Source: an optimization exercise on an open RTL-to-GDS flow (aim: small area). Production flows keep margins and buffers that such runs may drop. Only simulation tests tie the RTL to the original design; equivalence was not proved. Power figures rest on the tool's default switching activity, not on a simulated workload.

Design uvc_app, start of the top module:
module uvc_app(
    input         clk,
    input         rst,               
    input         usb_sof_i,
    input         usb_txact_i,
    input         usb_txpop_i,
    input  [7:0]  usb_rxdat_i,
    input         usb_rxval_i,
    input         usb_rxact_i,
    input         usb_setup_i,
    input  [3:0]  usb_endpt_i,
    input  [7:0]  inf_alter_i,
    input  [7:0]  inf_sel_i,
    input         inf_set_i,
    input  [9:0]  descrom_raddr_i,
    input         phy_txvalid_i,
    input  [7:0]  fifo_rdat_i,
    input  [11:0] fifo_wnum_i,
    input         fifo_aempty_i,
    input         fifo_afull_i,
    input         fifo_empty_i,
    output [7:0]  usb_txdat_o,
    output        usb_txval_o,
    output [11:0] usb_txdat_len_o,
    output        usb_txcork_o,
    output [3:0]  usb_txiso_pid_o,
    output [7:0]  inf_alter_o,
    output [7:0]  descrom_rdat_o,
    output [9:0]  desc_dev_addr_o,
    output [7:0]  desc_dev_len_o,
    output [9:0]  desc_qual_addr_o,
    output [7:0]  desc_qual_len_o,
    output [9:0]  desc_fscfg_addr_o,
    output [7:0]  desc_fscfg_len_o,
    output [9:0]  desc_hscfg_addr_o,
    output [7:0]  desc_hscfg_len_o,
    output [9:0]  desc_oscfg_addr_o,
    output [9:0]  desc_strlang_addr_o,
    output [9:0]  desc_strvendor_addr_o,
    output [7:0]  desc_strvendor_len_o,
    output [9:0]  desc_strproduct_addr_o,
    output [7:0]  desc_strproduct_len_o,
    output [9:0]  desc_strserial_addr_o,
    output [7:0]  desc_strserial_len_o,
    output        desc_have_strings_o,
    output [7:0]  fifo_wdat_o,
    output        fifo_wren_o,
    output        fifo_rden_o,
    output        LED,
    output [5:0]  GPIO
);
Settings: LEC_CHECK=0, ABC_AREA=1, CAP_MARGIN=20, CORE_MARGIN=2, CORE_UTILIZATION=65, GPL_TIMING_DRIVEN=0, SLEW_MARGIN=20; clock period 12.5 ns.
standard.sh (not shown) runs the stock make flow with config.mk's settings and CLKGATE_MAP_FILE= SYNTH_SCRIPT=/design/flow/synth_recipe.tcl, a recipe that flattens the netlist after the stock synthesis.
==> flow/flow/run.sh <==
#!/bin/bash
# Standard ORFS layout (the standard.sh, standard synthesis unchanged) with
# three changes:
#  - ports are buffered with buf_1 instead of the resizer's default pick;
#  - the clock tree uses clkbuf_16 leaf clusters without dummy loads;
#  - after placement, each tie-low conb_1 is folded into the nearest tie-high
#    conb_1 (one cell drives both a 1 and a 0 through its HI and LO pins).
# Each step's output goes to its own log here; ORFS keeps per-step logs under orfs/logs.
set -euo pipefail
KNOBS=(
  "BUFFER_PORTS_ARGS=-buffer_cell sky130_fd_sc_hd__buf_1"
  "CTS_ARGS=-sink_clustering_enable -repair_clock_nets -dont_use_dummy_load -buf_list sky130_fd_sc_hd__clkbuf_16 -sink_clustering_size 28 -sink_clustering_max_diameter 100"
)
bash standard.sh "${KNOBS[@]}" place > flow_place.log 2>&1
R=orfs/results/${FLOW_PLATFORM}/uvc_app/base
TIE_IN=$R/3_place.odb TIE_OUT=$R/3_place.odb openroad -no_init -exit flow/merge_ties.tcl > merge_ties.log 2>&1
bash standard.sh "${KNOBS[@]}" finish > flow_finish.log 2>&1
==> flow/flow/merge_ties.tcl <==
# Let one conb_1 tie cell drive a tie-high and a tie-low load: pair each
# tie-high cell with the nearest tie-low cell, move the low load onto the
# high cell's LO pin and delete the emptied cell.
set db_file $::env(TIE_IN)
set out_file $::env(TIE_OUT)
read_db $db_file
set block [ord::get_db_block]
set his {}
set los {}
foreach inst [$block getInsts] {
  if {[[$inst getMaster] getName] ne "sky130_fd_sc_hd__conb_1"} { continue }
  set hi [$inst findITerm HI]
  set lo [$inst findITerm LO]
  set hn [$hi getNet]
  set ln [$lo getNet]
  if {$hn ne "NULL" && $ln eq "NULL"} { lappend his $inst }
  if {$ln ne "NULL" && $hn eq "NULL"} { lappend los $inst }
}
puts "tie-high cells [llength $his], tie-low cells [llength $los]"
set merged 0
foreach h $his {
  if {[llength $los] == 0} { break }
  set hx [lindex [$h getLocation] 0]
  set hy [lindex [$h getLocation] 1]
  set best -1
  set bestd 0
  set i 0
  foreach l $los {
    set d [expr {abs([lindex [$l getLocation] 0] - $hx) + abs([lindex [$l getLocation] 1] - $hy)}]
    if {$best < 0 || $d < $bestd} { set best $i; set bestd $d }
    incr i
  }
  set l [lindex $los $best]
  set los [lreplace $los $best $best]
  set net [[$l findITerm LO] getNet]
  [$l findITerm LO] disconnect
  [$h findITerm LO] connect $net
  odb::dbInst_destroy $l
  incr merged
}
puts "merged $merged tie-low cells into tie-high cells"
write_db $out_file
The first run finished with timing, DRC and antenna clean.
Next try:
- CORE_UTILIZATION: 65 -> 80
- GPL_TIMING_DRIVEN: 0 -> not set
Effect:
- final area goes down by a few percent
- routed wire length rose by roughly a tenth
- power stays flat
- via count came out higher by a few percent
- clock-buffer cell count is unchanged
- global-route usage goes up by 11 points
- core utilization is higher by 12 points
Next try:
- CORE_UTILIZATION: 80 -> 65
=> Power fell by 1.8%. Area after synthesis is unchanged. Sequential share of layout area went down by 0.25 points. Critical path depth goes down by 1. Global-route usage falls by 13 points. Routed wire length decreases by 14%.

==> port drivers added, routing unchanged <==
How much do the figures lean on ideal ports? The routed layouts below were timed once more, with nothing changed but the port constraints. Step 1 sets driving cells, clkbuf_16 on the clock port and buf_2 on the other inputs (assumed; they add their load-dependent delay and slew). Step 2 times the ports against the registers' clock, not the clock port: input delays grow and output delays shrink by t, the midpoint of the rising clock arrivals with the driver on. a / b / c = no drivers / after step 1 / after step 2; a / b = the first two.
run	t, ns	setup WS [ns]	hold WS [ns]
the first run	0.580	3.839 / 3.799 / 3.799	0.389 / 0.389 / 0.389
the second run	0.573	4.137 / 4.113 / 4.113	0.393 / 0.393 / 0.393
the third run	0.569	4.215 / 4.191 / 4.191	0.397 / 0.397 / 0.397
After both steps every run listed still meets setup and hold. The setup slack of the first run, which loses most, moves by -0.040 ns with the drivers and by -0.040 ns with both steps.
